Source: an optimization exercise on an open RTL-to-GDS flow (aim: small area). Production flows keep margins and buffers that such runs may drop. At most, simulation tests tie the RTL to the original design; equivalence was not proved. The RTL of run 8 was laid out without a check of its function. No run shown here takes its clock network from TritonCTS; it comes from the design's own scripts or RTL. No driver is modelled on the clock port, so clock power and skew are understated where the tree is cut down; a real chip needs a root buffer or a tree. Power figures rest on the tool's default switching activity, not on a simulated workload.

<file path="flow/config.mk">
export PLATFORM = sky130hd
export DESIGN_NAME = uart_rx
export DESIGN_NICKNAME = uart_rx
export VERILOG_FILES = /design/flow/design.v
export SDC_FILE = /design/flow/constraint.sdc
export NUM_CORES = 4
export LEC_CHECK = 0
export CAP_MARGIN = 20
export CORE_MARGIN = 2
export CORE_UTILIZATION = 40
export GPL_TIMING_DRIVEN = 0
export SLEW_MARGIN = 20
</file>
<file path="flow/constraint.sdc">
create_clock -name core_clock -period 100.0 [get_ports {i_Clock}]
set_input_delay 20.0000 -clock core_clock [delete_from_list [all_inputs] [get_ports {i_Clock}]]
set_output_delay 20.0000 -clock core_clock [all_outputs]
set_load 0.01 [all_outputs]
</file>
<file path="flow/design.v">
module uart_rx
  #(parameter CLKS_PER_BIT = 104)
  (
   input             i_Clock,
   input             i_Rst,
   input             i_Rx_Serial,
   output reg [15:0] o_Rx_Byte,
   output reg        square_wave,
   output reg        pin1,
   output reg        pin2
   );
  reg       r_Rx_Data;
  reg [3:0] r_Phase;
  reg [6:0] r_Count;         
  reg [7:0] r_Byte;
  reg       r_Hi_Done;       
  reg [23:0] counter;
  reg [15:0] steps;          
  reg [15:0] store;          
  reg [15:0] quot;
  reg [15:0] rem;
  wire idle    = (r_Phase == 4'd0);
  wire start   = (r_Phase == 4'd1);
  wire data    = (r_Phase >= 4'd2) && (r_Phase <= 4'd9);
  wire slot8   = (r_Phase == 4'd10);
  wire stopb   = (r_Phase == 4'd11);
  wire cleanup = (r_Phase == 4'd12);
  wire c_zero = (r_Count == 7'd0);
  wire c_top  = r_Count[6] & r_Count[5] & r_Count[2] & r_Count[1] & r_Count[0];
  wire adv_start = start & c_zero;
  wire adv_bit   = (data | slot8 | stopb) & c_zero;
  wire upd       = stopb & c_top;        
  always @(posedge i_Clock) begin
    if (i_Rst) begin
      r_Rx_Data <= 1'b1;
      r_Phase   <= 4'd0;
      r_Hi_Done <= 1'b0;
    end else begin
      r_Rx_Data <= i_Rx_Serial;
      if (idle) begin
        if (!r_Rx_Data) r_Phase <= 4'd1;
      end else if (adv_start) begin
        r_Phase <= r_Rx_Data ? 4'd0 : 4'd2;
      end else if (adv_bit | cleanup) begin
        r_Phase <= cleanup ? 4'd0 : r_Phase + 4'd1;
      end
      if (slot8 & c_zero) r_Hi_Done <= ~r_Hi_Done;
    end
  end
  always @(posedge i_Clock)
    r_Count <= idle ? 7'd51 : c_zero ? 7'd103 : r_Count - 7'd1;
  always @(posedge i_Clock)
    if (data & c_zero) r_Byte <= {r_Rx_Data, r_Byte[7:1]};
  always @(posedge i_Clock) begin
    if (i_Rst)
      o_Rx_Byte <= 16'd0;
    else if (upd) begin
      if (r_Hi_Done) o_Rx_Byte[15:8] <= r_Byte;
      else           o_Rx_Byte[7:0]  <= r_Byte;
    end
  end
  localparam [31:0] DIVIDEND = 32'd1800000;
  wire [15:0] divisor = r_Hi_Done ? {o_Rx_Byte[15:8], r_Byte} : {r_Byte, o_Rx_Byte[7:0]};
  wire        nbit    = ~r_Count[6] & ~r_Count[5] & DIVIDEND[r_Count[4:0]];
  wire [16:0] trial   = {rem, nbit};
  wire [17:0] borrow;
  wire [16:0] diff;
  assign borrow[0] = 1'b0;
  genvar gi;
  generate
    for (gi = 0; gi < 17; gi = gi + 1) begin : g_sub
      wire dv = (gi < 16) ? divisor[gi] : 1'b0;
      assign diff[gi]     = trial[gi] ^ dv ^ borrow[gi];
      assign borrow[gi+1] = (~trial[gi] & dv) | (~trial[gi] & borrow[gi]) | (dv & borrow[gi]);
    end
  endgenerate
  wire        qbit    = ~borrow[17];
  always @(posedge i_Clock) begin
    rem  <= slot8 ? (qbit ? diff[15:0] : trial[15:0]) : 16'd0;
    quot <= {quot[14:0], qbit};
    if (upd) store <= quot;
  end
  localparam [15:0] STEPS_SEED = 16'hFFFF;
  localparam [15:0] STEPS_STOP = 16'h9097;   
  wire rpm_zero = (o_Rx_Byte == 16'd0);
  wire [4:0] rl = o_Rx_Byte[4:0];
  wire rpm_small = (o_Rx_Byte[15:5] == 11'd0) && (rl != 5'd0) && (rl < 5'd28);
  wire [4:0] half_top =
      !rpm_small   ? 5'd0  :
      (rl == 5'd1) ? 5'd27 :
      (rl == 5'd2) ? 5'd13 :
      (rl == 5'd3) ? 5'd9  :
      (rl == 5'd4) ? 5'd6  :
      (rl == 5'd5) ? 5'd5  :
      (rl == 5'd6) ? 5'd4  :
      (rl <= 5'd9) ? 5'd3  :
      (rl <= 5'd13) ? 5'd2 : 5'd1;
  wire [20:0] half = {half_top, store};
  wire [21:0] cb;
  assign cb[0] = 1'b0;
  generate
    for (gi = 0; gi < 21; gi = gi + 1) begin : g_cmp
      assign cb[gi+1] = (~counter[gi] & half[gi]) | (~(counter[gi] ^ half[gi]) & cb[gi]);
    end
  endgenerate
  wire ge = rpm_zero ? (&counter)
                     : ((|counter[23:21]) | ~cb[21]);
  wire stop = (steps == STEPS_STOP);
  wire ev   = ge & ~stop;
  wire hi7  = (upd & r_Hi_Done) ? r_Byte[7] : o_Rx_Byte[15];
  always @(posedge i_Clock) begin
    if (i_Rst) begin
      counter     <= 24'd0;
      steps       <= STEPS_SEED;
      square_wave <= 1'b1;
      pin1        <= 1'b0;
      pin2        <= 1'b0;
    end else begin
      counter <= ev ? 24'd0 : counter + 24'd1;
      if (ev) begin
        square_wave <= ~square_wave;
        pin1        <= hi7;
        pin2        <= ~hi7;
        if (square_wave)
          steps <= {steps[14:0], steps[15] ^ steps[14] ^ steps[12] ^ steps[3]};
      end
    end
  end
endmodule
</file>
<file path="flow/flow/run.sh">
#!/bin/bash
set -euo pipefail
here=$(pwd)

python3 "$here/flow/make_synth.py" "$here" "$FLOW_HOME"
sed -e 's#SYNTH_SCRIPT=[^ ]*#SYNTH_SCRIPT='"$here"'/synth_recipe_multi.tcl ADDER_MAP_FILE=#' \
  "$here/standard.sh" > "$here/standard_custom.sh"
grep -q "synth_recipe_multi.tcl ADDER_MAP_FILE=" "$here/standard_custom.sh"

export PRE_CTS_TCL=$here/flow/cts_hook.tcl
export MCTS_NBUF=8
export MCTS_BCELL=sky130_fd_sc_hd__inv_8
export MCTS_RCELL=sky130_fd_sc_hd__inv_16
export BUFFER_PORTS_ARGS="-buffer_cell sky130_fd_sc_hd__buf_1"
bash "$here/standard_custom.sh" > "$here/flow_make.log" 2>&1
</file>
<file path="flow/flow/abc_a.script">
strash
&get -n
&fraig -x
&put
scorr
dc2
strash
&get -n
&dch -f
&nf -R 1000
&put
mfs2 -W 4 -M 5000
strash
&get -n
&dch -f
&nf -R 1000
&put
</file>
<file path="flow/flow/abc_b.script">
strash
&get -n
&fraig -x
&put
scorr
dc2
strash
&get -n
&dch -f
&nf -R 1000
&put
</file>
<file path="flow/flow/abc_c.script">
strash
dch
map -a
topo
dnsize
</file>
<file path="flow/flow/abc_d.script">
strash
&get -n
&fraig -x
&put
scorr
dc2
strash
&get -n
&dch -f
&nf -R 1000
&put
mfs2 -W 4 -M 5000
strash
&get -n
&dch -f
&nf -R 1000
&put
mfs2 -W 4 -M 5000
strash
&get -n
&dch -f
&nf -R 1000
&put
</file>
<file path="flow/flow/abc_e.script">
strash
dc2
strash
dch -f
map -a
mfs2 -W 4 -M 5000
strash
dch -f
map -a
</file>
<file path="flow/flow/abc_f.script">
strash
&get -n
&fraig -x
&put
scorr
dc2
strash
&get -n
&dch -f
&if -K 4 -a
&mfs
&st
&dch -f
&nf -R 1000
&put
</file>
<file path="flow/flow/abc_g.script">
strash
&get -n
&fraig -x
&put
scorr
dc2
strash
&get -n
&dch -f
&nf -R 1000 -a
&put
mfs2 -W 4 -M 5000
strash
&get -n
&dch -f
&nf -R 1000 -a
&put
</file>
<file path="flow/flow/abc_h.script">
strash
&get -n
&fraig -x
&put
scorr
dc2
strash
&get -n
&synch2
&dch -f
&nf -R 1000
&put
mfs2 -W 4 -M 5000
strash
&get -n
&dch -f
&nf -R 1000
&put
</file>
<file path="flow/flow/abc_i.script">
strash
dc2
strash
balance
rewrite
refactor
balance
rewrite
rewrite -z
balance
refactor -z
rewrite -z
balance
strash
&get -n
&dch -f
&nf -R 1000
&put
mfs2 -W 4 -M 5000
strash
&get -n
&dch -f
&nf -R 1000
&put
</file>
<file path="flow/flow/abc_j.script">
strash
&get -n
&fraig -x
&put
scorr
dc2
strash
&get -n
&dch -f
&if -K 6 -a
&mfs
&st
&dch -f
&nf -R 1000
&put
mfs2 -W 4 -M 5000
strash
&get -n
&dch -f
&nf -R 1000
&put
</file>
<file path="flow/flow/cts_hook.tcl">
# Manual clock buffering: the clock port drives one root buffer, which drives
# nbuf leaf buffers (or the registers directly when nbuf is 0); registers are
# split among the leaves by position.
# output pin of a buffer (X) or inverter (Y)
proc mcts_out {inst} {
  set it [$inst findITerm X]
  if {$it eq "NULL" || $it eq ""} { set it [$inst findITerm Y] }
  return $it
}

proc manual_cts {nbuf bcell {rcell sky130_fd_sc_hd__clkbuf_16}} {
  set block [ord::get_db_block]
  set port_net [$block findNet i_Clock]
  set sinks {}
  foreach it [$port_net getITerms] {
    if {[$it isInputSignal]} { lappend sinks $it }
  }
  set master [[ord::get_db] findMaster $rcell]
  set root [odb::dbInst_create $block $master clkroot]
  set rnet [odb::dbNet_create $block clknet_root]
  $rnet setSigType CLOCK
  [$root findITerm A] connect $port_net
  [mcts_out $root] connect $rnet
  # centroid of sinks
  set n [llength $sinks]
  set sx 0; set sy 0
  foreach it $sinks {
    set b [[$it getInst] getBBox]
    set sx [expr {$sx + ([$b xMin] + [$b xMax]) / 2}]
    set sy [expr {$sy + ([$b yMin] + [$b yMax]) / 2}]
  }
  set cx [expr {$sx / $n}]; set cy [expr {$sy / $n}]
  $root setLocation $cx $cy
  $root setPlacementStatus PLACED
  if {$nbuf == 0} {
    foreach it $sinks { $it disconnect; $it connect $rnet }
    return
  }
  # split sinks into nbuf groups by angle around the centroid
  set lst {}
  foreach it $sinks {
    set b [[$it getInst] getBBox]
    set x [expr {([$b xMin] + [$b xMax]) / 2 - $cx}]
    set y [expr {([$b yMin] + [$b yMax]) / 2 - $cy}]
    lappend lst [list [expr {atan2($y, $x)}] $it $x $y]
  }
  set lst [lsort -real -index 0 $lst]
  set bm [[ord::get_db] findMaster $bcell]
  for {set k 0} {$k < $nbuf} {incr k} {
    set lo [expr {$k * $n / $nbuf}]; set hi [expr {($k + 1) * $n / $nbuf}]
    set buf [odb::dbInst_create $block $bm clkleaf_$k]
    set net [odb::dbNet_create $block clknet_leaf_$k]
    $net setSigType CLOCK
    [$buf findITerm A] connect $rnet
    [mcts_out $buf] connect $net
    set gx 0; set gy 0
    for {set i $lo} {$i < $hi} {incr i} {
      set e [lindex $lst $i]
      set it [lindex $e 1]
      $it disconnect; $it connect $net
      set gx [expr {$gx + [lindex $e 2]}]; set gy [expr {$gy + [lindex $e 3]}]
    }
    set m [expr {$hi - $lo}]
    $buf setLocation [expr {int($cx + $gx / $m)}] [expr {int($cy + $gy / $m)}]
    $buf setPlacementStatus PLACED
  }
}

# ORFS's cts.tcl calls clock_tree_synthesis after this hook; build the tree
# by hand instead (one root buffer, a few leaf buffers).
rename clock_tree_synthesis tritoncts_unused
proc clock_tree_synthesis {args} {
  manual_cts $::env(MCTS_NBUF) $::env(MCTS_BCELL) $::env(MCTS_RCELL)
}
</file>
<file path="flow/flow/make_synth.py">
"""Write synth_multi.tcl and synth_recipe_multi.tcl into the work folder.

synth_multi.tcl is ORFS's synth.tcl with its single ABC call replaced by a
loop: ABC runs once per flow/abc_*.script on the same design and the
smallest result (by liberty cell area) is kept. Everything else, register
mapping included, is ORFS's synthesis as bench's standard synthesis runs it.
synth_recipe_multi.tcl is bench's synth_recipe.tcl sourcing synth_multi.tcl.
"""
import os
import sys

work, flow_home = sys.argv[1], sys.argv[2]
src = open(os.path.join(flow_home, "scripts", "synth.tcl")).read()
old = "  log_cmd abc {*}$abc_args\n"
if src.count(old) != 1:
    sys.exit("synth.tcl: abc call not found")
new = """  set abc_rest [lrange $abc_args 2 end]
  design -save my_pre_abc
  set best_area -1
  foreach scr [lsort [glob %s/flow/abc_*.script]] {
    design -load my_pre_abc
    log_cmd abc -script $scr {*}$abc_rest
    opt_clean -purge
    set st [tee -q -s result.string stat {*}$lib_args]
    if { ![regexp {Chip area for module '[^']*': ([0-9.]+)} $st -> area] } {
      error "no area from stat after $scr"
    }
    puts "ABC script $scr: area $area"
    if { $best_area < 0 || $area < $best_area } {
      set best_area $area
      set best_scr $scr
      design -save my_best_abc
    }
  }
  design -load my_best_abc
  puts "ABC best script $best_scr: area $best_area"
""" % work
open(os.path.join(work, "synth_multi.tcl"), "w").write(src.replace(old, new))

b = open(os.path.join(work, "synth_recipe.tcl")).read()
line = "source $::env(SCRIPTS_DIR)/synth.tcl"
if b.count(line) != 1:
    sys.exit("synth_recipe.tcl: source line not found")
b = b.replace(line, "source %s/synth_multi.tcl" % work)
open(os.path.join(work, "synth_recipe_multi.tcl"), "w").write(b)
</file>
<file path="flow/standard.sh">
#!/bin/bash
# synth_recipe.tcl (not shown) runs the flow's synth.tcl, then flattens the netlist and writes it again
# the make line also repeats each setting of config.mk as NAME=value (left out here)
make -C /OpenROAD-flow-scripts/flow DESIGN_CONFIG=/design/flow/config.mk WORK_HOME=/design/flow/orfs CLKGATE_MAP_FILE= SYNTH_SCRIPT=/design/flow/synth_recipe.tcl "${@:-finish}"
</file>
==> flow_summary.json, run 1 <==
{
  "die_area_um2": 13690,
  "cts.repair.resized": 0,
  "wirelength_um": 10220,
  "dpl-instance-area_um2": 5446,
  "worstHoldEndpoint": "quot[10]",
  "place.gp.congestion": 0.8301,
  "timing.fmax_mhz": 46.56,
  "ant_nets": 0,
  "clk_pin_slew_ns": 0.08,
  "drv_slew": 0,
  "grt_pass1_vias": 3736,
  "period_share": 0.2148,
  "clkLatencyLatePin_ns": 0.16,
  "pwr-share-seq": 0.693,
  "diodes": 0,
  "grt_first_pass_wirelength_um": 17680,
  "ys.flop_type": "dfxtp_1",
  "num_vias": 3888,
  "p_leak_uw": 0.001762,
  "worst_pin_slew_ns": 0.9215,
  "holdCritPathClass": "reg2reg",
  "synth-seq-cells": 128,
  "finalInstanceArea_um2": 5564,
  "hold_viol": 0,
  "grt_setup_unrepaired": "false",
  "ys_types": 41,
  "ctsHoldBuffers": 0,
  "p_clk_frac": 0.291,
  "fill_cells": 1213,
  "dieWidth_um": 117.0,
  "drt_pass1_iterations": 4,
  "peakVddDrop_mv": 0.007158,
  "critPathKind": "in2reg",
  "path_cells": "buf_2 > or2_1 > nor3b_1",
  "yosysSeqAreaShare": 0.5488,
  "wl_per_cell_um": 13.72,
  "layout_commonest_cell": "dfxtp_1",
  "cp_max_fo": 40,
  "rows": 41,
  "synth_nets": 542,
  "synth_cells": 539,
  "skew_ns": 0.009412,
  "whs_path_depth": 0,
  "io_pins": 22,
  "setup.worst_path.end_class": "register",
  "reg2reg_depth": 30,
  "hpwl_um": 7106,
  "antenna_found_initial": 0,
  "dr.first_iter.drc_count": 205,
  "syn_area_um2": 5107,
  "synth_edf_count": 24,
  "syn_avg_cell_area_um2": 9.476,
  "track_usage": 0.1554,
  "relSlewSlack": 0.3800,
  "die_h_um": 117.0,
  "crit_required_ns": 100.01,
  "r2r_end": "rem[5]",
  "grt_overflow": 0,
  "combPwrFrac": 0.017,
  "syn2layout_area_growth_pct": 8.942,
  "cp-start-kind": "input port",
  "drc": 0,
  "swShare": 0.2588,
  "ff2ff_setup_slack_ns": 91.31,
  "port_buffers": 21,
  "period_needed_ns": 21.48,
  "powerDensity_nw_per_um2": 13.72,
  "ys_warn_count": 1,
  "avgViaCountPerCell": 5.219,
  "status": "no timing/DRC/antenna violations",
  "nets": 578,
  "grt_max_degree": 41,
  "critPathArrivalTime_ns": 21.49,
  "initial_utilization": 0.4080,
  "cap_viol_max_count": 0,
  "tns_ns": 0,
  "cpMaxStageDelayCell": "or2_1",
  "p_int_uw": 56.56,
  "r2r_start": "r_Count[0]",
  "min-delay-start": "quot[9]",
  "core_area_um2": 12520,
  "p_sw_uw": 19.75,
  "async_flop_share": 0,
  "final_cell_mix": "103 x dfxtp_1, 74 x a21oi_1, 56 x nand2_1",
  "slowest_delay_ns": 0.75,
  "setup_viol": 0,
  "drive_gt1_frac": 0.03490,
  "cts_setup_buffers": 0
}
## cell usage after synthesis (all sizes together) (6+ instances only)
cell type / count / share of area
nand4: 6 / 0.0074
mux2i: 12 / 0.024
nor2b: 6 / 0.0074
dfxtp: 104 / 0.41
nor2: 43 / 0.032
a31oi: 8 / 0.0098
a21oi: 75 / 0.073
and3: 7 / 0.0086
maj3: 17 / 0.033
edfxtp: 24 / 0.14
o21ai: 41 / 0.040
nand2: 56 / 0.041
xor2: 6 / 0.010
nor3b: 7 / 0.010
a211oi: 8 / 0.012
nor3: 21 / 0.021
xnor2: 18 / 0.031
clkinv: 29 / 0.021
## per-layer routing
layer,GRT usage,share of wire
met5,0,0
met4,0.02431,0.017
met3,0.01699,0.051
met2,0.2601,0.45
met1,0.2228,0.48
## state kept, by name (all words and copies together) (netlist names)
name and cells:
pin2 1, r_Phase 4, steps 16, o_Rx_Byte 16, store 16, counter 24, square_wave 1, r_Rx_Data 1
pin1 1, r_Count 7, quot 16, rem 16, r_Byte 8, r_Hi_Done 1
## power by group through the flow
stage | sequential [uW] | combinational, uW | clock (uW)
finish | 52.9 | 1.27 | 22.2
global route | 53.0 | 1.47 | 25.3
CTS | 54.1 | 1.29 | 17.0
detailed placement | 54.1 | 1.29 | 0
global placement | 54.1 | 1.24 | 0
floorplan | 54.0 | 0.814 | 0
## critical path: cells and delay by family
kind / cells / cell delay, ns
buffers and inverters: 1 / 0.58
AND/OR/NAND/NOR: 2 / 0.88
## final cells by class
cell class	instances	area, um2	share of cell area
timing repair buffer	25	107.6	0.01934
inverter	38	219.0	0.03935
sequential	128	2804	0.5039
multi-input combinational	382	2218	0.3987
tap	172	215.2	0.03868
## worst max path at each step
stage	from	endpoint	slack, ns	cells after the start
after global placement	i_Rst	counter[5]	77.31	3
final	i_Rst	counter[5]	78.52	3
after CTS	i_Rst	counter[5]	78.33	3
after floorplan	i_Rst	counter[12]	79.07	2
after detailed placement	i_Rst	counter[5]	78.32	3
after global routing	i_Rst	counter[14]	78.36	3
## logic make-up after synthesis
logic type	synth area share
multiplexers	0.02352
AND/OR/NAND/NOR	0.1634
AO/OA/AOI/OAI	0.1685
adder cells (fa/ha/maj)	0.03332
buffers and inverters	0.02131
XOR/XNOR	0.04116
flip-flops	0.5488
## metrics by stage
step | power [uW] | setup slack (ns) | instances | hold slack (ns) | utilization
5_1_grt | 79.71 | 78.36 | 745 | 0.3551 | 0.4445
3_3_place_gp | 55.31 | 77.31 | 732 | 0.3286 | 0.4315
3_5_place_dp | 55.37 | 78.32 | 736 | 0.3344 | 0.4351
6_report | 76.31 | 78.52 | 745 | 0.3461 | 0.4445
2_1_floorplan | 54.80 | 79.07 | 539 | 0.3265 | -
4_1_cts | 72.41 | 78.33 | 745 | 0.3344 | 0.4439
==> run 2: changes to the inputs <==
--- a/flow/flow/run.sh
+++ b/flow/flow/run.sh
@@ -10,6 +10,6 @@
 export PRE_CTS_TCL=$here/flow/cts_hook.tcl
 export MCTS_NBUF=8
-export MCTS_BCELL=sky130_fd_sc_hd__inv_8
-export MCTS_RCELL=sky130_fd_sc_hd__inv_16
+export MCTS_BCELL=sky130_fd_sc_hd__inv_6
+export MCTS_RCELL=sky130_fd_sc_hd__inv_12
 export BUFFER_PORTS_ARGS="-buffer_cell sky130_fd_sc_hd__buf_1"
 bash "$here/standard_custom.sh" > "$here/flow_make.log" 2>&1
==> run 2 against run 1 <==
Against the previous run:
- largest cell class unchanged
- largest power group unchanged
- area after synthesis unchanged
- synthesized cell count did not move
- total power shrank 2.5%
- still clean on timing, DRC and antenna
- die area is the same
- sequential share of layout area is 0.22 points higher
- register-to-register slack better by 0.02 ns
==> flow_summary.json, run 2 <==
{
  "dr.first_iter.drc_count": 201,
  "syn_area_um2": 5107,
  "avgViaCountPerCell": 5.201,
  "drt_pass1_iterations": 4,
  "die_h_um": 117.0,
  "wl_per_cell_um": 13.81,
  "tns_ns": 0,
  "core_area_um2": 12520,
  "cap_viol_max_count": 0,
  "status": "no timing/DRC/antenna violations",
  "grt_pass1_vias": 3732,
  "hold_viol": 0,
  "port_buffers": 21,
  "timing.fmax_mhz": 46.57,
  "yosysTopAreaCellShare": 0.4076,
  "rows": 41,
  "regArea_um2": 2804,
  "synth_cells": 539,
  "relSlewSlack": 0.3744,
  "largest_register_ffs": 24,
  "p_clk_frac": 0.272,
  "p_int_uw": 55.72,
  "synth_nets": 542,
  "cp-start-kind": "input port",
  "grt_setup_unrepaired": "false",
  "initial_utilization": 0.4080,
  "ctsHoldBuffers": 0,
  "ys_warn_count": 1,
  "drv_slew": 0,
  "synth_edf_count": 24,
  "critPathArrivalTime_ns": 21.50,
  "synthTopCellsByCount": "104 x dfxtp_1, 75 x a21oi_1, 56 x nand2_1",
  "ff2ff_setup_slack_ns": 91.33,
  "yosysSeqAreaShare": 0.5488,
  "skew_ns": 0.01120,
  "fill_cells": 1217,
  "nets": 578,
  "period_needed_ns": 21.47,
  "drc": 0,
  "multiInputGateArea_um2": 2218,
  "antenna_found_initial": 0,
  "wirelength_um": 10290,
  "dieWidth_um": 117.0,
  "syn_avg_cell_area_um2": 9.476,
  "synth.most_common_cell": "dfxtp_1",
  "diodes": 0,
  "ant_nets": 0,
  "hpwl_um": 7106,
  "cts_setup_buffers": 0,
  "die_area_um2": 13690,
  "synth-seq-cells": 128,
  "setup.worst_path.end_class": "register",
  "powerDensity_nw_per_um2": 13.43,
  "grt_max_degree": 41,
  "p_leak_uw": 0.001748,
  "ys.flop_type": "dfxtp_1",
  "async_flop_share": 0,
  "ys_types": 41,
  "final_cell_mix": "103 x dfxtp_1, 74 x a21oi_1, 56 x nand2_1",
  "place.gp.congestion": 0.8301,
  "critPathKind": "in2reg",
  "setup_viol": 0,
  "syn2layout_area_growth_pct": 8.476,
  "crit_required_ns": 100.02,
  "peakVddDrop_mv": 0.007214,
  "period_share": 0.2147,
  "grt_first_pass_wirelength_um": 17670,
  "totalPowerFinal_uw": 74.41,
  "io_pins": 22,
  "clk_pin_slew_ns": 0.10,
  "num_vias": 3875,
  "worst_pin_slew_ns": 0.9328,
  "clkLatencyLatePin_ns": 0.17,
  "yosys.area.top_type": "dfxtp_1",
  "combPwrFrac": 0.017,
  "p_sw_uw": 18.69,
  "holdCritPathClass": "reg2reg",
  "netlist_top_cells_area": "dfxtp_1 41%, edfxtp_1 14%, a21oi_1 7.3%",
  "cp_max_fo": 40,
  "drive_gt1_frac": 0.03490,
  "pwr-share-seq": 0.711,
  "layout_commonest_cell": "dfxtp_1",
  "swShare": 0.2512,
  "top_register": "counter",
  "track_usage": 0.1555,
  "cts.repair.resized": 0,
  "grt_overflow": 0
}
run 2: cell types whose count changed in the layout (fill, tap and decap cells not counted):
cell    delta
inv_12     +1
inv_8      -8
inv_6      +8
inv_16     -1
run 2: path summary, 6_finish.rpt:
kind / endpoint / cells after the start / from
hold reg to reg: quot[10] / 0 / quot[9]
hold / removal: quot[10] / 0 / quot[9]
setup / recovery: counter[5] / 3 / i_Rst
setup reg to reg: rem[1] / 30 / r_Count[0]
run 2: power groups by stage:
stage	clock, uW	sequential, uW	combinational (uW)
final	20.2	52.9	1.27
after global placement	0	54.1	1.24
after CTS	14.7	54.1	1.29
after floorplan	0	54.0	0.814
after detailed placement	0	54.1	1.29
after global routing	23.1	53.0	1.47
run 2: layout make-up:
type,instances,share of cell area
flip-flops and latches,128,0.5061
multi-input cells,382,0.4004
well taps,172,0.03884
inverters,38,0.03523
repair buffers,25,0.01942
run 2: routing by layer:
layer,track usage,vias up,part of all wire
li1,-,2009,-
met1,0.2241,1792,0.49
met2,0.2586,57,0.45
met3,0.01751,17,0.042
met4,0.02431,0,0.017
met5,0,-,0
run 2: cells by family after synthesis:
logic type,Yosys count,share of synthesized area
xor+xnor,24,0.04116
flops,128,0.5488
buf+inv,29,0.02131
mux,12,0.02352
compound gates,154,0.1685
simple gates,175,0.1634
fa+ha+maj,17,0.03332
run 2: critical path: stages:
cell	delay, ns
buf_2	0.58
or2_1	0.75
nor3b_1	0.13
run 2: through the flow:
stage / cell area, um2 / std cells / worst slack, ns / hold slack [ns] / util
floorplan: 5107 / 539 / 79.07 / 0.3265 / -
global placement: 5401 / 732 / 77.31 / 0.3286 / 0.4315
detailed placement: 5446 / 736 / 78.32 / 0.3344 / 0.4351
CTS: 5533 / 745 / 78.33 / 0.3344 / 0.4420
global route: 5540 / 745 / 78.37 / 0.3547 / 0.4426
finish: 5540 / 745 / 78.53 / 0.3488 / 0.4426
==> run 3: changes to the inputs <==
--- a/flow/flow/run.sh
+++ b/flow/flow/run.sh
@@ -9,6 +9,6 @@
 
 export PRE_CTS_TCL=$here/flow/cts_hook.tcl
-export MCTS_NBUF=8
-export MCTS_BCELL=sky130_fd_sc_hd__inv_6
+export MCTS_NBUF=6
+export MCTS_BCELL=sky130_fd_sc_hd__inv_8
 export MCTS_RCELL=sky130_fd_sc_hd__inv_12
 export BUFFER_PORTS_ARGS="-buffer_cell sky130_fd_sc_hd__buf_1"
==> run 3 against run 2 <==
Against the previous run:
- still clean on timing, DRC and antenna
- clock power hardly changed
- synthesized cell count stayed put
- worst setup slack improved by 0.0018 ns
- fmax hardly changed
- largest cell class unchanged
- highest routed layer unchanged
==> flow_summary.json, run 3 <==
{
  "syn2layout_area_growth_pct": 8.427,
  "critPathTopFamily": "simple AND/OR/NAND/NOR gates",
  "ctsHoldBuffers": 0,
  "die_h_um": 117.0,
  "critPathArrivalTime_ns": 21.49,
  "grt_overflow": 0,
  "ys.flop_type": "dfxtp_1",
  "wl_per_cell_um": 13.70,
  "synth_cells": 539,
  "stdcell_count": 743,
  "powerDensity_nw_per_um2": 13.38,
  "cts_setup_buffers": 0,
  "crit_required_ns": 100.02,
  "tns_ns": 0,
  "cp_num_buf_inv": 1,
  "ant_nets": 0,
  "synthTopCellsByCount": "104 x dfxtp_1, 75 x a21oi_1, 56 x nand2_1",
  "timing.fmax_mhz": 46.57,
  "cpMaxStageDelayCell": "or2_1",
  "peakVddDrop_mv": 0.006707,
  "slowest_delay_ns": 0.75,
  "pwr-share-seq": 0.714,
  "reg2reg_depth": 30,
  "core_area_um2": 12520,
  "hpwl_um": 7106,
  "initial_utilization": 0.4080,
  "drive_gt1_frac": 0.03152,
  "grt_pass1_vias": 3709,
  "nets": 576,
  "cap_viol_max_count": 0,
  "cp_max_fo": 40,
  "port_buffers": 21,
  "clkLatencyLatePin_ns": 0.17,
  "combPwrFrac": 0.017,
  "syn_area_um2": 5107,
  "place.gp.congestion": 0.8301,
  "avgViaCountPerCell": 5.207,
  "rows": 41,
  "syn_avg_cell_area_um2": 9.476,
  "dieWidth_um": 117.0,
  "ff2ff_setup_slack_ns": 91.30,
  "r2r_start": "r_Count[0]",
  "diodes": 0,
  "layout_commonest_cell": "dfxtp_1",
  "r2r_end": "rem[1]",
  "critPathKind": "in2reg",
  "setup.worst_path.end_class": "register",
  "drt_pass1_iterations": 5,
  "track_usage": 0.1542,
  "p_int_uw": 55.83,
  "skew_ns": 0.009656,
  "grt_max_degree": 41,
  "period_share": 0.2147,
  "worstHoldEndpoint": "quot[7]",
  "clk_pin_slew_ns": 0.10,
  "synth_edf_count": 24,
  "status": "no timing/DRC/antenna violations",
  "min-delay-start": "quot[6]",
  "p_leak_uw": 0.001748,
  "holdCritPathClass": "reg2reg",
  "wirelength_um": 10180,
  "dpl_worst_slack_ns": 78.32,
  "num_vias": 3869,
  "top_register": "counter",
  "async_flop_share": 0,
  "setup_viol": 0,
  "ys_types": 41,
  "io_pins": 22,
  "worst_pin_slew_ns": 0.9140,
  "dpl.cell_count": 736,
  "hold_viol": 0,
  "fill_cells": 1214,
  "grt_first_pass_wirelength_um": 17570,
  "yosysTopAreaCellShare": 0.4076,
  "yosys.area.top_type": "dfxtp_1",
  "relSlewSlack": 0.3851,
  "final_cell_mix": "103 x dfxtp_1, 74 x a21oi_1, 56 x nand2_1",
  "p_clk_frac": 0.269,
  "synth_nets": 542,
  "cp-start-kind": "input port",
  "largest_register_ffs": 24,
  "grt_setup_unrepaired": "false",
  "synth-seq-cells": 128,
  "p_sw_uw": 18.26,
  "cts.repair.resized": 0,
  "path_cells": "buf_2 > or2_1 > nor3b_1",
  "drc": 0,
  "period_needed_ns": 21.47,
  "synth.most_common_cell": "dfxtp_1",
  "fin_ws_ns": 78.53,
  "totalPowerFinal_uw": 74.10,
  "antenna_found_initial": 0,
  "drv_slew": 0,
  "whs_path_depth": 0,
  "ys_warn_count": 1,
  "netlist_top_cells_area": "dfxtp_1 41%, edfxtp_1 14%, a21oi_1 7.3%",
  "die_area_um2": 13690,
  "yosysSeqAreaShare": 0.5488,
  "dr.first_iter.drc_count": 206,
  "swShare": 0.2465
}
[run 3: cell count changes in the layout (fill, tap and decap cells not counted)]
cell	change
inv_6	-8
inv_8	+6
[run 3: layer usage]
metal	wire [um]	GRT usage	vias to the layer above
met5	0	0	-
met4	99	0.02039	0
met3	408	0.01545	6
met2	4672	0.2586	52
met1	4996	0.2232	1804
li1	-	-	2007
[run 3: cell type report]
type,instances,area (um2),share of cell area
multi-input combinational,382,2218,0.4006
inverter,36,192.7,0.03479
sequential,128,2804,0.5063
tap,172,215.2,0.03886
timing repair buffer,25,107.6,0.01943
[run 3: worst max-delay path by stage]
stage	startpoint	endpoint	slack, ns	cells past startpoint
3_5_place_dp	i_Rst	counter[5]	78.32	3
5_1_grt	i_Rst	counter[14]	78.37	3
6_report	i_Rst	counter[5]	78.53	3
3_3_place_gp	i_Rst	counter[5]	77.31	3
4_1_cts	i_Rst	counter[5]	78.33	3
2_1_floorplan	i_Rst	counter[12]	79.07	2
[run 3: per-stage QoR]
step	utilization	hold slack, ns	instance area, um2
5_1_grt	0.4424	0.3562	5538
3_3_place_gp	0.4315	0.3286	5401
6_report	0.4424	0.3529	5538
2_1_floorplan	-	0.3265	5107
4_1_cts	0.4418	0.3344	5530
3_5_place_dp	0.4351	0.3344	5446
[run 3: cells by family (layout without fill, tap and decap cells)]
group	after synthesis	after routing	synth area share
buf+inv	29	61	0.02131
xor+xnor	24	24	0.04116
fa+ha+maj	17	17	0.03332
mux	12	12	0.02352
flops	128	128	0.5488
compound gates	154	154	0.1685
simple gates	175	175	0.1634
[run 3: power by group through the flow]
stage | Combinational [uW] | Clock, uW | Sequential [uW]
2_1_floorplan | 0.814 | 0 | 54.0
3_3_place_gp | 1.24 | 0 | 54.1
3_5_place_dp | 1.29 | 0 | 54.1
4_1_cts | 1.29 | 14.8 | 54.1
5_1_grt | 1.47 | 22.7 | 53.0
6_report | 1.27 | 19.9 | 52.9
[run 3: worst reg2reg max path: cells and delay by family (launching register included)]
kind	cells	cell delay, ns
fa+ha+maj	11	4.32
simple gates	13	2.70
compound gates	6	1.11
flops	1	0.47
==> run 4: changes to the inputs <==
--- a/flow/config.mk
+++ b/flow/config.mk
@@ -6,7 +6,7 @@
 export NUM_CORES = 4
 export LEC_CHECK = 0
-export CAP_MARGIN = 20
+export CAP_MARGIN = 0
 export CORE_MARGIN = 2
 export CORE_UTILIZATION = 40
 export GPL_TIMING_DRIVEN = 0
-export SLEW_MARGIN = 20
+export SLEW_MARGIN = 0
==> run 4 against run 3 <==
Against the previous run:
- core utilization is 0.13 points lower
- first-iteration DRC count is 10% lower
- final cell count shrank 0.27%
- final area down 0.29%
- clock skew is 0.0021 ns higher
- synthesized cell count unchanged
- critical endpoint unchanged
- largest cell class unchanged
- largest power group unchanged
==> flow_summary.json, run 4 <==
{
  "top_register": "counter",
  "dpl_worst_slack_ns": 77.93,
  "yosys.area_share.adder": 0.03332,
  "clk_pin_slew_ns": 0.11,
  "holdCritPathClass": "reg2reg",
  "drc": 0,
  "grt_pass1_vias": 3622,
  "netlist_top_cells_area": "dfxtp_1 41%, edfxtp_1 14%, a21oi_1 7.3%",
  "wirelength_um": 10240,
  "cap_viol_max_count": 0,
  "combPwrFrac": 0.017,
  "dr.first_iter.drc_count": 185,
  "synth_simple_gate_area_share": 0.1634,
  "yosys.area.top_type": "dfxtp_1",
  "p_leak_uw": 0.001736,
  "cp_max_fo": 40,
  "stdcell_count": 741,
  "antenna_found_initial": 0,
  "place.gp.congestion": 0.8301,
  "diodes": 0,
  "grt_max_degree": 41,
  "drt_pass1_iterations": 4,
  "powerDensity_nw_per_um2": 13.46,
  "relSlewSlack": 0.2272,
  "synth_cells": 539,
  "synth_edf_count": 24,
  "drive_gt1_frac": 0.02285,
  "syn_avg_cell_area_um2": 9.476,
  "setup_viol": 0,
  "wl_per_cell_um": 13.82,
  "critPathArrivalTime_ns": 21.49,
  "num_vias": 3866,
  "avgViaCountPerCell": 5.217,
  "ys_types": 41,
  "timing.fmax_mhz": 46.60,
  "async_flop_share": 0,
  "cts_setup_buffers": 0,
  "ys_warn_count": 1,
  "p_clk_frac": 0.271,
  "track_usage": 0.1519,
  "grt_setup_unrepaired": "false",
  "io_pins": 22,
  "ant_nets": 0,
  "worst_pin_slew_ns": 1.158,
  "synth.most_common_cell": "dfxtp_1",
  "yosysTopAreaCellShare": 0.4076,
  "p_int_uw": 55.83,
  "syn2layout_area_growth_pct": 8.109,
  "period_needed_ns": 21.46,
  "ctsHoldBuffers": 0,
  "dpl.cell_count": 734,
  "period_share": 0.2146,
  "syn_area_um2": 5107,
  "clkLatencyLatePin_ns": 0.17,
  "peakVddDrop_mv": 0.007619,
  "yosysSeqAreaShare": 0.5488,
  "initial_utilization": 0.4080,
  "p_sw_uw": 18.48,
  "synth.area.mux_share": 0.02352,
  "fin_ws_ns": 78.54,
  "core_area_um2": 12520,
  "crit_required_ns": 100.03,
  "tns_ns": 0,
  "swShare": 0.2487,
  "layout_commonest_cell": "dfxtp_1",
  "die_h_um": 117.0,
  "synth_top_family_by_area": "compound AO/OA/AOI/OAI gates",
  "port_buffers": 21,
  "final_cell_mix": "104 x dfxtp_1, 75 x a21oi_1, 56 x nand2_1",
  "largest_register_ffs": 24,
  "synth_nets": 542,
  "cts.repair.resized": 0,
  "synth-seq-cells": 128,
  "status": "no timing/DRC/antenna violations",
  "cp-start-kind": "input port",
  "nets": 574,
  "grt_first_pass_wirelength_um": 17220,
  "synth-compound-area-share": 0.1685,
  "setup.worst_path.end_class": "register",
  "hpwl_um": 7113,
  "die_area_um2": 13690,
  "synth_xor_area_frac": 0.04116,
  "synthTopCellsByCount": "104 x dfxtp_1, 75 x a21oi_1, 56 x nand2_1",
  "hold_viol": 0,
  "rows": 41,
  "fill_cells": 1215,
  "skew_ns": 0.01177,
  "grt_overflow": 0,
  "ys.flop_type": "dfxtp_1",
  "pwr-share-seq": 0.712,
  "dieWidth_um": 117.0,
  "drv_slew": 0,
  "critPathKind": "in2reg"
}
## run 4: cell counts after synthesis
Identical to the previous run, type by type.
## run 4: final timing paths
check | startpoint | endpoint | slack [ns] | cells past startpoint
setup reg to reg | r_Hi_Done | rem[1] | 90.59 | 26
hold reg to reg | quot[8] | quot[9] | 0.35 | 0
hold / removal | quot[8] | quot[9] | 0.35 | 0
setup / recovery | i_Rst | counter[5] | 78.54 | 3
## run 4: final cells by class
class,instances,area (um2),share of cell area
Sequential cell,128,2803,0.5076
Multi-Input combinational cell,382,2212,0.4006
Tap cell,172,215.2,0.03898
Inverter,36,192.7,0.03490
Timing Repair Buffer,23,98.84,0.01790
## run 4: layer usage
layer,GRT usage,share of wire
met1,0.2173,0.50
met5,0,0
met3,0.01184,0.029
met2,0.2574,0.45
met4,0.02588,0.015
## run 4: logic make-up after synthesis
kind of cell | after synthesis
XOR/XNOR | 24
adder cells (fa/ha/maj) | 17
buffers and inverters | 29
flip-flops | 128
AND/OR/NAND/NOR | 175
AO/OA/AOI/OAI | 154
multiplexers | 12
## run 4: critical path, stage by stage
cell     delay (ns)
buf_2          0.58
or2_1          0.75
nor3b_1        0.12
## run 4: power by group through the flow
stage,clock (uW),combinational [uW],sequential [uW]
floorplan,0,0.814,54.0
global placement,0,1.24,54.1
detailed placement,0,1.29,54.1
CTS,14.8,1.29,54.1
global route,22.8,1.49,53.0
finish,20.1,1.28,52.9
## run 4: through the flow
step	hold WS [ns]	area, um2	util	power [uW]
CTS	0.3343	5517	0.4407	70.16
global placement	0.3286	5401	0.4315	55.31
finish	0.3501	5522	0.4411	74.31
floorplan	0.3265	5107	-	54.80
global route	0.3607	5522	0.4411	77.24
detailed placement	0.3343	5433	0.4340	55.37
==> run 5: changes to the inputs <==
--- a/flow/flow/cts_hook.tcl
+++ b/flow/flow/cts_hook.tcl
@@ -1,5 +1,7 @@
-# Manual clock buffering: the clock port drives one root buffer, which drives
-# nbuf leaf buffers (or the registers directly when nbuf is 0); registers are
-# split among the leaves by position.
+# Manual clock tree: the clock port drives one root cell (a buffer or an
+# inverter), which drives nbuf leaf cells of the same kind (or the registers
+# directly when nbuf is 0); the registers are split among the leaves by their
+# angle around the registers' centroid, and each leaf sits at the centroid of
+# its registers.
 # output pin of a buffer (X) or inverter (Y)
 proc mcts_out {inst} {
==> run 5 against run 4 <==
Against the previous run:
- still clean
- sequential cell count unchanged
- sequential power about the same
- global-route usage unchanged
- first-iteration DRC count unchanged
- synthesized cell count unchanged
- critical endpoint unchanged
- highest routed layer unchanged
==> flow_summary.json, run 5 <==
{
  "setup_viol": 0,
  "synth_nets": 542,
  "cts.repair.resized": 0,
  "timing.fmax_mhz": 46.60,
  "critPathKind": "in2reg",
  "synthTopCellsByCount": "104 x dfxtp_1, 75 x a21oi_1, 56 x nand2_1",
  "clkLatencyLatePin_ns": 0.17,
  "io_pins": 22,
  "worstHoldEndpoint": "quot[9]",
  "nets": 574,
  "clk_pin_slew_ns": 0.11,
  "yosysSeqAreaShare": 0.5488,
  "p_leak_uw": 0.001736,
  "yosys.area.top_type": "dfxtp_1",
  "drive_gt1_frac": 0.02285,
  "place.gp.congestion": 0.8301,
  "final_cell_mix": "104 x dfxtp_1, 75 x a21oi_1, 56 x nand2_1",
  "totalPowerFinal_uw": 74.31,
  "grt_first_pass_wirelength_um": 17220,
  "critPathArrivalTime_ns": 21.49,
  "whs_path_depth": 0,
  "cap_viol_max_count": 0,
  "worst_pin_slew_ns": 1.158,
  "wirelength_um": 10240,
  "fill_cells": 1215,
  "core_area_um2": 12520,
  "initial_utilization": 0.4080,
  "drv_slew": 0,
  "period_share": 0.2146,
  "period_needed_ns": 21.46,
  "min-delay-start": "quot[8]",
  "r2r_end": "rem[1]",
  "skew_ns": 0.01177,
  "grt_pass1_vias": 3622,
  "syn_area_um2": 5107,
  "diodes": 0,
  "tns_ns": 0,
  "wl_per_cell_um": 13.82,
  "cp-start-kind": "input port",
  "grt_overflow": 0,
  "largest_register_ffs": 24,
  "rows": 41,
  "hold_viol": 0,
  "track_usage": 0.1519,
  "peakVddDrop_mv": 0.007619,
  "port_buffers": 21,
  "synth_edf_count": 24,
  "dr.first_iter.drc_count": 185,
  "dieWidth_um": 117.0,
  "ys.flop_type": "dfxtp_1",
  "grt_setup_unrepaired": "false",
  "yosysTopAreaCellShare": 0.4076,
  "ys_warn_count": 1,
  "powerDensity_nw_per_um2": 13.46,
  "async_flop_share": 0,
  "antenna_found_initial": 0,
  "synth_cells": 539,
  "layout_commonest_cell": "dfxtp_1",
  "synth.most_common_cell": "dfxtp_1",
  "hpwl_um": 7113,
  "syn_avg_cell_area_um2": 9.476,
  "ctsHoldBuffers": 0,
  "synth-seq-cells": 128,
  "drc": 0,
  "syn2layout_area_growth_pct": 8.109,
  "holdCritPathClass": "reg2reg",
  "reg2reg_depth": 26,
  "r2r_start": "r_Hi_Done",
  "die_h_um": 117.0,
  "finalHoldWorstSlack_ns": 0.3501,
  "netlist_top_cells_area": "dfxtp_1 41%, edfxtp_1 14%, a21oi_1 7.3%",
  "status": "no timing/DRC/antenna violations",
  "cp_max_fo": 40,
  "cts_setup_buffers": 0,
  "drt_pass1_iterations": 4,
  "ff2ff_setup_slack_ns": 90.59,
  "relSlewSlack": 0.2272,
  "crit_required_ns": 100.03,
  "avgViaCountPerCell": 5.217,
  "ys_types": 41,
  "ant_nets": 0,
  "grt_max_degree": 41,
  "setup.worst_path.end_class": "register",
  "top_register": "counter",
  "die_area_um2": 13690,
  "num_vias": 3866
}
run 5: cell counts after synthesis:
No cell type changed its count.
run 5: where the power goes:
part | total [uW] | leakage, uW | internal (uW) | switching, uW
registers | 52.9 | 0.00107 | 52.5 | 0.371
logic | 1.28 | 0.000622 | 0.415 | 0.865
clock network | 20.1 | 0.0000436 | 2.89 | 17.2
total | 74.3 | 0.00174 | 55.8 | 18.5
run 5: worst max-delay path, stage by stage:
cell	delay, ns
buf_2	0.58
or2_1	0.75
nor3b_1	0.12
run 5: cell type report:
type | count | area, um2 | share of cell area
sequential | 128 | 2803 | 0.5076
tap | 172 | 215.2 | 0.03898
inverter | 36 | 192.7 | 0.03490
multi-input combinational | 382 | 2212 | 0.4006
timing repair buffer | 23 | 98.84 | 0.01790
run 5: how the worst max path moves through the flow:
stage          startpoint           to  slack (ns)
6_report            i_Rst   counter[5]       78.54
5_1_grt             i_Rst  counter[14]       78.36
4_1_cts             i_Rst  counter[12]       77.94
3_5_place_dp        i_Rst   counter[5]       77.93
3_3_place_gp        i_Rst   counter[5]       77.31
2_1_floorplan       i_Rst  counter[12]       79.07
run 5: cell families after synthesis:
group,after synthesis,share of synthesized area
AND/OR/NAND/NOR,175,0.1634
AO/OA/AOI/OAI,154,0.1685
flip-flops,128,0.5488
buffers and inverters,29,0.02131
XOR/XNOR,24,0.04116
adder cells (fa/ha/maj),17,0.03332
multiplexers,12,0.02352
run 5: stage by stage:
stage	cells	setup slack (ns)	cell area, um2	util
5_1_grt	741	78.36	5522	0.4411
3_5_place_dp	734	77.93	5433	0.4340
6_report	741	78.54	5522	0.4411
2_1_floorplan	539	79.07	5107	-
3_3_place_gp	732	77.31	5401	0.4315
4_1_cts	741	77.94	5517	0.4407
run 5: routing by layer:
metal | GRT usage | vias up | routed length, um
met5 | 0 | - | 0
met4 | 0.02588 | 0 | 157
met3 | 0.01184 | 11 | 296
met2 | 0.2574 | 55 | 4658
met1 | 0.2173 | 1809 | 5131
li1 | - | 1991 | -
==> run 6: changes to the inputs <==
--- a/flow/config.mk
+++ b/flow/config.mk
@@ -8,5 +8,5 @@
 export CAP_MARGIN = 0
 export CORE_MARGIN = 2
-export CORE_UTILIZATION = 40
+export CORE_UTILIZATION = 65
 export GPL_TIMING_DRIVEN = 0
 export SLEW_MARGIN = 0
==> run 6 against run 5 <==
Against the previous run:
- clock power decreased by 2%
- area after synthesis unchanged
- final cell count decreased by 9.4%
- via count increased by 0.80%
- synthesized cell count unchanged
- critical path depth unchanged
- global-route usage increased by 7.0 points
- register-to-register slack improved by 0.29 ns
- critical endpoint unchanged
- largest cell class unchanged
- largest power group unchanged
==> flow_summary.json, run 6 <==
{
  "status": "no timing/DRC/antenna violations",
  "place.gp.congestion": 0.8426,
  "crit_required_ns": 100.00,
  "grt_setup_unrepaired": "false",
  "setup.worst_path.end_class": "register",
  "totalPowerFinal_uw": 73.87,
  "relSlewSlack": 0.1307,
  "drv_slew": 0,
  "core_area_um2": 7687,
  "p_sw_uw": 18.05,
  "worst_pin_slew_ns": 1.304,
  "tns_ns": 0,
  "async_flop_share": 0,
  "setup_viol": 0,
  "timing.fmax_mhz": 45.94,
  "p_clk_frac": 0.267,
  "skew_ns": 0.01739,
  "grt_pass1_vias": 3555,
  "die_h_um": 92.64,
  "critPathKind": "in2reg",
  "combPwrFrac": 0.017,
  "drt_pass1_iterations": 5,
  "synth_nets": 542,
  "cp_max_fo": 40,
  "cp-start-kind": "input port",
  "netlist_top_cells_area": "dfxtp_1 41%, edfxtp_1 14%, a21oi_1 7.3%",
  "cp_num_buf_inv": 1,
  "cpMaxStageDelayCell": "or2_0",
  "period_needed_ns": 21.77,
  "nets": 574,
  "largest_register_ffs": 24,
  "cap_viol_max_count": 0,
  "layout_commonest_cell": "dfxtp_1",
  "hpwl_um": 6715,
  "p_leak_uw": 0.001736,
  "antenna_found_initial": 0,
  "finalHoldWorstSlack_ns": 0.3456,
  "clk_pin_slew_ns": 0.10,
  "path_cells": "buf_2 > or2_0 > nor3b_1",
  "avgViaCountPerCell": 5.808,
  "ys.flop_type": "dfxtp_1",
  "num_vias": 3897,
  "yosysTopAreaCellShare": 0.4076,
  "synth-seq-cells": 128,
  "yosysSeqAreaShare": 0.5488,
  "p_int_uw": 55.82,
  "drc": 0,
  "cts_setup_buffers": 0,
  "die_area_um2": 8582,
  "top_register": "counter",
  "diodes": 0,
  "peakVddDrop_mv": 0.01014,
  "cts.repair.resized": 0,
  "track_usage": 0.2219,
  "ant_nets": 0,
  "ys_types": 41,
  "synth_cells": 539,
  "synth_edf_count": 24,
  "wirelength_um": 9555,
  "swShare": 0.2444,
  "synthTopCellsByCount": "104 x dfxtp_1, 75 x a21oi_1, 56 x nand2_1",
  "ys_warn_count": 1,
  "grt_first_pass_wirelength_um": 15990,
  "synth.most_common_cell": "dfxtp_1",
  "hold_viol": 0,
  "final_cell_mix": "104 x dfxtp_1, 75 x a21oi_1, 56 x nand2_1",
  "powerDensity_nw_per_um2": 13.63,
  "yosys.area.top_type": "dfxtp_1",
  "wl_per_cell_um": 14.24,
  "rows": 32,
  "ctsHoldBuffers": 0,
  "grt_max_degree": 41,
  "dr.first_iter.drc_count": 186,
  "io_pins": 22,
  "pwr-share-seq": 0.716,
  "slowest_delay_ns": 1.06,
  "grt_overflow": 0,
  "critPathTopFamily": "simple AND/OR/NAND/NOR gates",
  "drive_gt1_frac": 0.01933,
  "syn_avg_cell_area_um2": 9.476,
  "clkLatencyLatePin_ns": 0.17,
  "port_buffers": 21,
  "initial_utilization": 0.6644,
  "critPathArrivalTime_ns": 21.77,
  "dieWidth_um": 92.64,
  "syn2layout_area_growth_pct": 6.124,
  "period_share": 0.2177,
  "holdCritPathClass": "reg2reg",
  "syn_area_um2": 5107
}
-- run 6: stage by stage --
step                      instance area [um2]  instances  setup slack [ns]  utilization
final                                    5420        671             78.23       0.7051
after global routing                     5420        671             78.02       0.7051
after CTS                                5415        670             78.03       0.7044
after detailed placement                 5331        663             78.03       0.6935
after global placement                   5314        662             77.38       0.6912
after floorplan                          5107        539             79.07            -
-- run 6: worst paths after layout --
path,from,to,slack (ns),cells after the start
min reg2reg,quot[4],quot[5],0.35,0
max reg2reg,r_Hi_Done,rem[1],90.88,26
max,i_Rst,counter[5],78.23,3
min,quot[4],quot[5],0.35,0
-- run 6: layer usage --
layer | global-route usage | vias up | routed length (um)
met5 | 0 | - | 0
met1 | 0.3197 | 1802 | 4678
met2 | 0.3796 | 78 | 4341
met3 | 0.02197 | 10 | 439
li1 | - | 2007 | -
met4 | 0.02451 | 0 | 96
-- run 6: cell type report --
| cell class | instances | area (um2) |
|---|---|---|
| tap | 102 | 127.6 |
| timing repair buffer | 23 | 96.34 |
| fill | 625 | 2267 |
| sequential | 128 | 2803 |
| multi-input combinational | 382 | 2201 |
| inverter | 36 | 192.7 |
-- run 6: cells by family after synthesis --
group / synth area share
adder cells (fa/ha/maj): 0.03332
AND/OR/NAND/NOR: 0.1634
XOR/XNOR: 0.04116
buffers and inverters: 0.02131
multiplexers: 0.02352
flip-flops: 0.5488
AO/OA/AOI/OAI: 0.1685
-- run 6: power groups by stage --
stage | Clock, uW | Sequential [uW] | Combinational (uW)
2_1_floorplan | 0 | 54.0 | 0.814
4_1_cts | 14.8 | 54.1 | 1.26
3_5_place_dp | 0 | 54.1 | 1.26
6_report | 19.7 | 52.9 | 1.26
3_3_place_gp | 0 | 54.1 | 1.22
5_1_grt | 22.1 | 53.0 | 1.46
==> run 7: changes to the inputs <==
--- a/flow/flow/run.sh
+++ b/flow/flow/run.sh
@@ -9,5 +9,5 @@
 
 export PRE_CTS_TCL=$here/flow/cts_hook.tcl
-export MCTS_NBUF=6
+export MCTS_NBUF=5
 export MCTS_BCELL=sky130_fd_sc_hd__inv_8
 export MCTS_RCELL=sky130_fd_sc_hd__inv_12
==> run 7 against run 6 <==
Against the previous run:
- clock power shrank 6%
- still clean
- worst setup slack got worse by 0.012 ns
- die area stayed put
- sequential share of layout area grew 0.11 points
- critical endpoint unchanged
- synthesized cell count unchanged
- routed wire length down 0.52%
- first-iteration DRC count increased by 26%
- global-route usage down 0.053 points
- register-to-register slack about the same
- critical path depth stayed put
- fmax about the same
- total power is 1.5% lower
==> flow_summary.json, run 7 <==
{
  "cp_max_fo": 40,
  "startpoint": "i_Rst",
  "cts.repair.resized": 0,
  "peakVddDrop_mv": 0.01024,
  "diodes": 0,
  "grt_overflow": 0,
  "r2r_start": "r_Hi_Done",
  "core_area_um2": 7687,
  "layout_commonest_cell": "dfxtp_1",
  "syn2layout_area_growth_pct": 5.904,
  "die_h_um": 92.64,
  "totalPowerFinal_uw": 72.73,
  "grt_pass1_vias": 3542,
  "netlist_top_cells_area": "dfxtp_1 41%, edfxtp_1 14%, a21oi_1 7.3%",
  "ys_warn_count": 1,
  "synth_cells": 539,
  "period_share": 0.2178,
  "setup_viol": 0,
  "crit_required_ns": 100.00,
  "track_usage": 0.2213,
  "drv_slew": 0,
  "hold_viol": 0,
  "place.gp.congestion": 0.8426,
  "grt_max_degree": 41,
  "critPathKind": "in2reg",
  "syn_avg_cell_area_um2": 9.476,
  "status": "no timing/DRC/antenna violations",
  "worst_pin_slew_ns": 1.312,
  "skew_ns": 0.01599,
  "cp-start-kind": "input port",
  "async_flop_share": 0,
  "timing.fmax_mhz": 45.91,
  "drive_gt1_frac": 0.01761,
  "dr.first_iter.drc_count": 234,
  "synth_nets": 542,
  "p_leak_uw": 0.001729,
  "setup.worst_path.end_class": "register",
  "fin_ws_ns": 78.22,
  "grt_first_pass_wirelength_um": 15970,
  "io_pins": 22,
  "relSlewSlack": 0.1254,
  "synthTopCellsByCount": "104 x dfxtp_1, 75 x a21oi_1, 56 x nand2_1",
  "num_vias": 3892,
  "final_cell_mix": "104 x dfxtp_1, 75 x a21oi_1, 56 x nand2_1",
  "initial_utilization": 0.6644,
  "ctsHoldBuffers": 0,
  "regArea_um2": 2803,
  "dieWidth_um": 92.64,
  "wl_per_cell_um": 14.19,
  "post-route-util": 0.7036,
  "nets": 573,
  "syn_area_um2": 5107,
  "rows": 32,
  "die_area_um2": 8582,
  "clkLatencyLatePin_ns": 0.17,
  "wirelength_um": 9505,
  "largest_register_ffs": 24,
  "holdCritPathClass": "reg2reg",
  "grt_setup_unrepaired": "false",
  "synth-seq-cells": 128,
  "tns_ns": 0,
  "period_needed_ns": 21.78,
  "yosysSeqAreaShare": 0.5488,
  "avgViaCountPerCell": 5.809,
  "ys_types": 41,
  "clk_pin_slew_ns": 0.11,
  "drc": 0,
  "antenna_found_initial": 0,
  "min-delay-start": "quot[4]",
  "port_buffers": 21,
  "dpl_worst_slack_ns": 78.03,
  "cts_setup_buffers": 0,
  "yosys.area.top_type": "dfxtp_1",
  "synth.most_common_cell": "dfxtp_1",
  "fill_cells": 628,
  "ys.flop_type": "dfxtp_1",
  "multiInputGateArea_um2": 2201,
  "critPathArrivalTime_ns": 21.78,
  "synth_edf_count": 24,
  "yosysTopAreaCellShare": 0.4076,
  "drt_pass1_iterations": 6,
  "hpwl_um": 6715,
  "powerDensity_nw_per_um2": 13.45,
  "ant_nets": 0,
  "cap_viol_max_count": 0,
  "top_register": "counter"
}
[run 7: worst max-delay path: stages]
cell	delay [ns]
buf_2	0.56
or2_0	1.07
nor3b_1	0.14
[run 7: final cells by class]
class	count	area share
flip-flops and latches	128	0.5182
well taps	102	0.02359
inverters	35	0.03354
multi-input cells	382	0.4069
repair buffers	23	0.01781
[run 7: final timing paths]
check             cells after the start  slack, ns          to
setup / recovery                      3      78.22  counter[5]
hold / removal                        0       0.36     quot[5]
setup reg to reg                     26      90.88      rem[1]
hold reg to reg                       0       0.36     quot[5]
[run 7: where the power goes]
part / leakage (uW) / switching, uW / internal [uW]
Combinational: 0.000622 / 0.843 / 0.412
Clock: 0.0000375 / 16.0 / 2.60
Sequential: 0.00107 / 0.384 / 52.5
Total: 0.00173 / 17.2 / 55.5
[run 7: cell families (layout without fill, tap and decap cells)]
logic type	after synthesis	count (layout)	share of synthesized area
AOI/OAI and AO/OA	154	154	0.1685
and+or+nand+nor	175	175	0.1634
DFF	128	128	0.5488
xor gates and xnor gates	24	24	0.04116
muxes	12	12	0.02352
adders and majority gates	17	17	0.03332
buffers and inverters	29	58	0.02131
[run 7: metal layers]
| metal | wire length [um] | vias up | part of all wire | global-route usage |
|---|---|---|---|---|
| li1 | - | 1998 | - | - |
| met1 | 4582 | 1812 | 0.48 | 0.3170 |
| met4 | 97 | 0 | 0.010 | 0.02328 |
| met5 | 0 | - | 0 | 0 |
| met2 | 4427 | 74 | 0.47 | 0.3838 |
| met3 | 397 | 8 | 0.042 | 0.01871 |
[run 7: metrics by stage]
stage                     cell area (um2)  instances  hold WS, ns
after floorplan                      5107        539       0.3265
after global placement               5314        662       0.3297
after detailed placement             5331        663       0.3370
after CTS                            5404        669       0.3372
after global routing                 5409        670       0.3707
final                                5409        670       0.3577
==> run 8: changes to the inputs <==
--- a/flow/design.v
+++ b/flow/design.v
@@ -10,4 +10,6 @@
    output reg        pin2
    );
+  localparam [3:0] PH_SLOT8 = 4'd8, PH_STOP = 4'd9, PH_IDLE = 4'd10,
+                   PH_START = 4'd11;
   reg       r_Rx_Data;
   reg [3:0] r_Phase;
@@ -20,12 +22,11 @@
   reg [15:0] quot;
   reg [15:0] rem;
-  wire idle    = (r_Phase == 4'd0);
-  wire start   = (r_Phase == 4'd1);
-  wire data    = (r_Phase >= 4'd2) && (r_Phase <= 4'd9);
-  wire slot8   = (r_Phase == 4'd10);
-  wire stopb   = (r_Phase == 4'd11);
-  wire cleanup = (r_Phase == 4'd12);
+  wire idle    = (r_Phase == PH_IDLE);
+  wire start   = (r_Phase == PH_START);
+  wire data    = ~r_Phase[3];
+  wire slot8   = (r_Phase == PH_SLOT8);
+  wire stopb   = (r_Phase == PH_STOP);
   wire c_zero = (r_Count == 7'd0);
-  wire c_top  = r_Count[6] & r_Count[5] & r_Count[2] & r_Count[1] & r_Count[0];
+  wire c_top  = r_Count[6] & r_Count[5] & r_Count[3];    
   wire adv_start = start & c_zero;
   wire adv_bit   = (data | slot8 | stopb) & c_zero;
@@ -34,14 +35,14 @@
     if (i_Rst) begin
       r_Rx_Data <= 1'b1;
-      r_Phase   <= 4'd0;
+      r_Phase   <= PH_IDLE;
       r_Hi_Done <= 1'b0;
     end else begin
       r_Rx_Data <= i_Rx_Serial;
       if (idle) begin
-        if (!r_Rx_Data) r_Phase <= 4'd1;
+        if (!r_Rx_Data) r_Phase <= PH_START;
       end else if (adv_start) begin
-        r_Phase <= r_Rx_Data ? 4'd0 : 4'd2;
-      end else if (adv_bit | cleanup) begin
-        r_Phase <= cleanup ? 4'd0 : r_Phase + 4'd1;
+        r_Phase <= r_Rx_Data ? PH_IDLE : 4'd0;
+      end else if (adv_bit) begin
+        r_Phase <= r_Phase + 4'd1;
       end
       if (slot8 & c_zero) r_Hi_Done <= ~r_Hi_Done;
@@ -49,5 +50,5 @@
   end
   always @(posedge i_Clock)
-    r_Count <= idle ? 7'd51 : c_zero ? 7'd103 : r_Count - 7'd1;
+    r_Count <= idle ? 7'd51 : c_zero ? (slot8 ? 7'd104 : 7'd103) : r_Count - 7'd1;
   always @(posedge i_Clock)
     if (data & c_zero) r_Byte <= {r_Rx_Data, r_Byte[7:1]};
--- a/flow/flow/run.sh
+++ b/flow/flow/run.sh
@@ -9,5 +9,5 @@
 
 export PRE_CTS_TCL=$here/flow/cts_hook.tcl
-export MCTS_NBUF=5
+export MCTS_NBUF=6
 export MCTS_BCELL=sky130_fd_sc_hd__inv_8
 export MCTS_RCELL=sky130_fd_sc_hd__inv_12
--- a/flow/config.mk
+++ b/flow/config.mk
@@ -8,5 +8,5 @@
 export CAP_MARGIN = 0
 export CORE_MARGIN = 2
-export CORE_UTILIZATION = 65
+export CORE_UTILIZATION = 40
 export GPL_TIMING_DRIVEN = 0
 export SLEW_MARGIN = 0
==> run 8 against run 7 <==
Against the previous run:
- clock power is 8% higher
- critical path depth stayed put
- highest routed layer unchanged
- sequential share of layout area is 1.3 points lower
- clock skew is 0.0059 ns lower
- worst setup slack better by 0.27 ns
- routed wire length is 3.8% higher
- global-route usage is 7.6 points lower
- critical path type unchanged
- area after synthesis is 0.27% higher
- fmax is 1.3% higher
- synthesized cell count is 0.19% higher
- core utilization is 26 points lower
==> flow_summary.json, run 8 <==
{
  "status": "no timing/DRC/antenna violations",
  "drv_slew": 0,
  "grt_max_degree": 43,
  "nets": 575,
  "synth_edf_count": 24,
  "io_pins": 22,
  "grt_pass1_vias": 3432,
  "post-route-util": 0.4411,
  "clkLatencyLatePin_ns": 0.17,
  "die_area_um2": 13720,
  "fin_ws_ns": 78.49,
  "crit_required_ns": 100.02,
  "diodes": 0,
  "top_register": "counter",
  "holdCritPathClass": "reg2reg",
  "ys_warn_count": 1,
  "p_leak_uw": 0.001801,
  "ctsHoldBuffers": 0,
  "cts.repair.resized": 0,
  "grt_first_pass_wirelength_um": 16440,
  "synth-seq-cells": 128,
  "layout_commonest_cell": "dfxtp_1",
  "initial_utilization": 0.4075,
  "wl_per_cell_um": 13.30,
  "timing.fmax_mhz": 46.49,
  "multiInputGateArea_um2": 2216,
  "period_needed_ns": 21.51,
  "ys_types": 41,
  "drive_gt1_frac": 0.02105,
  "async_flop_share": 0,
  "avgViaCountPerCell": 5.125,
  "dr.first_iter.drc_count": 212,
  "hpwl_um": 7057,
  "cts_setup_buffers": 0,
  "grt_setup_unrepaired": "false",
  "synth.most_common_cell": "dfxtp_1",
  "critPathArrivalTime_ns": 21.53,
  "cp_max_fo": 42,
  "synth_nets": 543,
  "dpl_worst_slack_ns": 77.86,
  "die_h_um": 117.2,
  "synthTopCellsByCount": "104 x dfxtp_1, 77 x nor2_1, 50 x a21oi_1",
  "syn2layout_area_growth_pct": 8.258,
  "cap_viol_max_count": 0,
  "port_buffers": 21,
  "critPathKind": "in2reg",
  "yosysSeqAreaShare": 0.5473,
  "hold_viol": 0,
  "tns_ns": 0,
  "final_cell_mix": "104 x dfxtp_1, 77 x nor2_1, 50 x a21oi_1",
  "ys.flop_type": "dfxtp_1",
  "largest_register_ffs": 24,
  "grt_overflow": 0,
  "cp-start-kind": "input port",
  "drc": 0,
  "dieWidth_um": 117.2,
  "syn_avg_cell_area_um2": 9.484,
  "clk_pin_slew_ns": 0.10,
  "antenna_found_initial": 0,
  "num_vias": 3803,
  "ant_nets": 0,
  "powerDensity_nw_per_um2": 15.07,
  "yosys.area.top_type": "dfxtp_1",
  "place.gp.congestion": 0.7474,
  "regArea_um2": 2803,
  "drt_pass1_iterations": 4,
  "setup.worst_path.end_class": "register",
  "wirelength_um": 9868,
  "fill_cells": 1242,
  "netlist_top_cells_area": "dfxtp_1 41%, edfxtp_1 14%, nor2_1 5.6%",
  "rows": 41,
  "core_area_um2": 12570,
  "peakVddDrop_mv": 0.009094,
  "relSlewSlack": 0.1637,
  "yosysTopAreaCellShare": 0.4065,
  "worst_pin_slew_ns": 1.247,
  "synth_cells": 540,
  "syn_area_um2": 5121,
  "setup_viol": 0,
  "track_usage": 0.1452,
  "skew_ns": 0.01005,
  "period_share": 0.2151
}
## run 8: cell types whose count changed after synthesis, moves of 3 or more
cell	previous run	this run
nand2_1	56	31
clkinv_1	29	33
a21oi_1	75	50
nand4_1	6	3
a31oi_1	8	5
nor3_1	21	30
nor2_1	43	77
## run 8: power breakdown
group          internal (uW)  switching [uW]  leakage [uW]  total [uW]
combinational           2.90            4.63      0.000704        7.54
sequential              53.9            2.08       0.00105        56.0
clock                   2.89            17.1     0.0000436        20.0
total                   59.7            23.8       0.00180        83.6
## run 8: final timing paths
check / startpoint / to / slack, ns / cells after the start
worst max-delay path: i_Rst / pin1 / 78.49 / 3
worst min-delay path: quot[12] / quot[13] / 0.35 / 0
worst max register to register: r_Hi_Done / rem[2] / 89.94 / 28
worst min register to register: quot[12] / quot[13] / 0.35 / 0
## run 8: kinds of logic (layout without fill, tap and decap cells)
logic type,after synthesis,after routing,share of synthesized area
simple gates,193,193,0.1776
flops,128,128,0.5473
compound gates,127,127,0.1422
buf+inv,33,63,0.02419
xor+xnor,28,28,0.04789
fa+ha+maj,17,17,0.03323
mux,14,14,0.02761
## run 8: critical path: stages
cell	delay (ns)
buf_2	0.58
or2_1	0.77
o22ai_1	0.18
## run 8: cell type report
cell class	count	share of cell area
Inverter	40	0.03746
Multi-Input combinational cell	379	0.3997
Sequential cell	128	0.5055
Tap cell	172	0.03882
Timing Repair Buffer	23	0.01851
## run 8: per-layer routing
metal  part of all wire  wire length [um]  vias up  track usage
li1                   -                 -     1985            -
met1               0.50              4919     1776       0.2043
met2               0.45              4448       31       0.2456
met3              0.036               352       11      0.01802
met4              0.015               148        0      0.02196
met5                  0                 0        -            0
## run 8: per-stage QoR
step	std cells	hold slack [ns]	instance area, um2	power (uW)
2_1_floorplan	540	0.3265	5121	62.03
3_3_place_gp	733	0.3312	5415	63.82
3_5_place_dp	735	0.3342	5460	64.72
4_1_cts	742	0.3342	5544	79.58
5_1_grt	742	0.3582	5544	87.96
6_report	742	0.3543	5544	83.57

-- afterwards: timing with drivers on the ports --
How much do the figures lean on ideal ports? The routed layouts below were timed once more, with nothing changed but the port constraints. Step 1 sets driving cells, clkbuf_16 on the clock port and buf_2 on the other inputs (assumed; they add their load-dependent delay and slew). Step 2 times the ports against the registers' clock, not the clock port: input delays grow and output delays shrink by t, the midpoint of the rising clock arrivals with the driver on. Three values: ideal ports, drivers, drivers and shift; two values: the first two.
| run | shift t [ns] | slack for setup (ns) | worst slew at a driven data input, ns | cell pins on the clock port's net |
|---|---|---|---|---|
| run 1 | 0.228 | 78.520 / 78.567 / 78.339 | 0.03 | 1 |
| run 2 | 0.229 | 78.526 / 78.566 / 78.337 | 0.03 | 1 |
| run 3 | 0.226 | 78.528 / 78.567 / 78.342 | 0.03 | 1 |
| run 4 | 0.228 | 78.539 / 78.577 / 78.348 | 0.03 | 1 |
| run 5 | 0.228 | 78.539 / 78.577 / 78.348 | 0.03 | 1 |
| run 6 | 0.222 | 78.231 / 78.268 / 78.046 | 0.03 | 1 |
| run 7 | 0.224 | 78.220 / 78.257 / 78.033 | 0.03 | 1 |
| run 8 | 0.228 | 78.490 / 78.522 / 78.295 | 0.03 | 1 |
After both steps every run listed still meets setup and hold. The setup slack of run 8, which loses most, moves by +0.032 ns with the drivers and by -0.195 ns with both steps.
